This design comes from an exercise in tuning for small area on the open sky130 flow, not from production work. In this exercise RTL edits were held to simulation tests only and were not proved equivalent to the original. Power and IR drop assume default switching activity.

Design configure, start of the top module:
module configure (
	input             ctrl_s_axi_aclk,
	input             ctrl_s_axi_aresetn,
	input      [31:0] ctrl_s_axi_awaddr,
	input             ctrl_s_axi_awvalid,
	output            ctrl_s_axi_awready,
	input      [31:0] ctrl_s_axi_wdata,
	input      [3:0]  ctrl_s_axi_wstrb,
	input             ctrl_s_axi_wvalid,
	output            ctrl_s_axi_wready,
	output     [1:0]  ctrl_s_axi_bresp,
	output            ctrl_s_axi_bvalid,
	input             ctrl_s_axi_bready,
	input      [31:0] ctrl_s_axi_araddr,
	input             ctrl_s_axi_arvalid,
	output            ctrl_s_axi_arready,
	output     [31:0] ctrl_s_axi_rdata,
	output     [1:0]  ctrl_s_axi_rresp,
	output            ctrl_s_axi_rvalid,
	input             ctrl_s_axi_rready,
	input      [31:0] udt_state,
	input             state_valid,
	output            state_ready,
	output            Req_Connect,
	input             Res_Connect,
	output            Req_Close,
	input             Res_Close,
	input             Peer_Req_Close,
	output reg        Peer_Res_Close,
	output reg        user_valid,
	input             user_ready,
	output reg [31:0] Snd_Buffer_Size,
	output reg [31:0] Rev_Buffer_Size,
	output reg [31:0] FlightFlagSize,
	output reg [31:0] MSSize,
	output reg [31:0] INIT_SEQ
);
localparam [31:0] DEF_SND = 32'd8192, DEF_REV = 32'd8192,
                  DEF_FLT = 32'd256000, DEF_MSS = 32'd8000;
localparam [2:0] S_MSS = 3'd0, S_SND = 3'd1, S_REV = 3'd2, S_FLT = 3'd3,
                 S_SEQ = 3'd4, S_CON = 3'd5, S_CLS = 3'd6, S_UNK = 3'd7;
  ...
==> flow/config.mk <==
export PLATFORM = sky130hd
export DESIGN_NAME = configure
export DESIGN_NICKNAME = configure
export VERILOG_FILES = /design/flow/design.v
export SDC_FILE = /design/flow/constraint.sdc
export NUM_CORES = 4
export LEC_CHECK = 0
export CAP_MARGIN = 20
export CORE_AREA = 2.3 2.72 149.04 146.88
export DIE_AREA = 0 0 151.25 151.25
export SLEW_MARGIN = 20
==> flow/constraint.sdc <==
create_clock -name core_clock -period 5.0 [get_ports {ctrl_s_axi_aclk}]
set_input_delay 1.0000 -clock core_clock [delete_from_list [all_inputs] [get_ports {ctrl_s_axi_aclk}]]
set_output_delay 1.0000 -clock core_clock [all_outputs]
set_load 0.01 [all_outputs]
standard.sh (not shown) runs the stock make flow with config.mk's settings and CLKGATE_MAP_FILE= SYNTH_SCRIPT=/design/flow/synth_recipe.tcl, a recipe that flattens the netlist after the stock synthesis.
==> flow/flow/run.sh <==
#!/bin/bash
# The standard layout with these changes:
#  - after the standard synthesis, the combinational cells are re-mapped for
#    area (flow/reopt.sh); the flip-flops stay exactly as synthesis made them
#  - the port buffers are the smallest buffer cell
#  - clock tree synthesis inserts no dummy loads and uses larger sink clusters
set -euo pipefail
export BUFFER_PORTS_ARGS="-buffer_cell sky130_fd_sc_hd__buf_1"
export RECOVER_POWER=100
export CTS_ARGS="-sink_clustering_enable -repair_clock_nets -dont_use_dummy_load -sink_clustering_size 30 -sink_clustering_max_diameter 80"
R=orfs/results/sky130hd/configure/base
bash standard.sh synth > synth.log 2>&1
cp $R/1_2_yosys.v standard_1_2_yosys.v
bash flow/reopt.sh "$PWD/standard_1_2_yosys.v" "$PWD/reopt_1_2_yosys.v" "$PWD/reopt.log"
cp reopt_1_2_yosys.v $R/1_2_yosys.v
rm -f $R/1_synth.odb $R/1_synth.sdc
bash standard.sh > standard.log 2>&1
==> flow/flow/reopt.sh <==
#!/bin/bash
# reopt.sh IN.v OUT.v LOG
# Re-maps the combinational cells of a mapped netlist for area with ABC, keeping
# every flip-flop instance (its name and cell type) exactly as it is.
set -euo pipefail
IN=$1; OUT=$2; LOG=$3
PLAT=$FLOW_HOME/platforms/sky130hd
LIB=$PLAT/lib/sky130_fd_sc_hd__tt_025C_1v80.lib
DU=$(sed -n '/^export DONT_USE_CELLS/,/^$/p' $PLAT/config.mk | grep -o 'sky130_fd_sc_hd__[a-z0-9_]*' | sed 's/^/-dont_use /' | tr '\n' ' ')
FLOPS=$(grep -o 'sky130_fd_sc_hd__[a-z0-9_]*' $IN | sort -u | grep -E '__(df|edf|sdf|sedf|dl)' | tr '\n' ' ')
W=$(dirname $OUT)
cat > $W/reopt_abc.script <<EOS
&get -n
&st
&syn2
&dch -f
&nf -a -R 1000
&syn2
&dch -f
&nf -a -R 1000
&put
EOS
cat > $W/reopt.ys <<EOS
read_liberty -ignore_miss_func $LIB
read_verilog $IN
hierarchy -top configure
setattr -mod -set keep_hierarchy 1 $FLOPS
flatten
select configure
opt_clean -purge
abc -liberty $LIB $DU -script $W/reopt_abc.script
opt_clean -purge
hilomap -singleton -hicell sky130_fd_sc_hd__conb_1 HI -locell sky130_fd_sc_hd__conb_1 LO
splitnets
opt_clean -purge
stat -liberty $LIB
write_verilog -noattr -nohex -nodec -selected $OUT
EOS
yosys -l $LOG $W/reopt.ys > /dev/null
The baseline finished but fails on max-capacitance violations, max-slew violations.
Rerun with:
--- a/flow/flow/run.sh
+++ b/flow/flow/run.sh
@@ -7,5 +7,4 @@
 set -euo pipefail
 export BUFFER_PORTS_ARGS="-buffer_cell sky130_fd_sc_hd__buf_1"
-export RECOVER_POWER=100
 export CTS_ARGS="-sink_clustering_enable -repair_clock_nets -dont_use_dummy_load -sink_clustering_size 30 -sink_clustering_max_diameter 80"
 R=orfs/results/sky130hd/configure/base
Outcome: The new run passed the timing, DRC and antenna checks. Hold slack is about the same. Die area is unchanged. Power hardly moves. Global-route usage does not change.
Rerun with:
- CORE_AREA: 2.3 2.72 149.04 146.88 -> 2.3 2.72 139.84 138.72
- DIE_AREA: 0 0 151.25 151.25 -> 0 0 142.14 142.14
- PLACE_DENSITY: default -> 0.8
Sequential power stays flat.
First-iteration DRC count rose by about 8%.
Synthesized cell count stays the same.
Worst setup slack gains 22 ps.
Die area is lower by 12%.
Total power goes down by 0.68%.
Via count increases by 3.7%.
Routed wire length fell by 2.9%.
Final cell count drops by 2.6%.
Flip-flop and latch count does not change.
Rerun with:
--- a/flow/flow/run.sh
+++ b/flow/flow/run.sh
@@ -7,5 +7,5 @@
 set -euo pipefail
 export BUFFER_PORTS_ARGS="-buffer_cell sky130_fd_sc_hd__buf_1"
-export CTS_ARGS="-sink_clustering_enable -repair_clock_nets -dont_use_dummy_load -sink_clustering_size 30 -sink_clustering_max_diameter 80"
+export CTS_ARGS="-sink_clustering_enable -repair_clock_nets -dont_use_dummy_load -sink_clustering_size 24 -sink_clustering_max_diameter 70"
 R=orfs/results/sky130hd/configure/base
 bash standard.sh synth > synth.log 2>&1
- CORE_AREA: 2.3 2.72 139.84 138.72 -> 2.3 2.72 149.04 146.88
- DIE_AREA: 0 0 142.14 142.14 -> 0 0 151.25 151.25
- PLACE_DENSITY: 0.8 -> default
Effect:
- sequential cell count is unchanged
- critical path depth decreases by 1
- routed wire length increases by 3.3%

-- static timing again, ports no longer ideal --
In the flow no input, the clock included, has a driving cell. The finished layouts below were timed again as built, in two steps. Step 1, drivers: a clkbuf_16 drives ctrl_s_axi_aclk and a buf_2 each remaining input, both assumed. Step 2 also shifts input and output timing later by t, the mid clock arrival at the registers, as if the neighbouring blocks saw the same clock. Slacks: ideal ports / drivers / drivers and shift; pairs: ideal ports / drivers.
run	shift t [ns]	setup WS [ns]	hold WS [ns]	worst register clock-pin slew, ns
the first run	0.526	0.696 / 0.696 / 0.289	0.512 / 0.512 / 0.512	0.12 / 0.12
the second run	0.530	1.216 / 1.216 / 0.973	0.512 / 0.512 / 0.512	0.12 / 0.12
the third run	0.514	1.238 / 1.238 / 1.166	0.499 / 0.499 / 0.499	0.12 / 0.12
the fourth run	0.530	1.110 / 1.110 / 0.944	0.504 / 0.504 / 0.504	0.10 / 0.10
The setup slack of the first run, which loses most, moves by 0.000 ns with the drivers and by -0.407 ns with both steps.
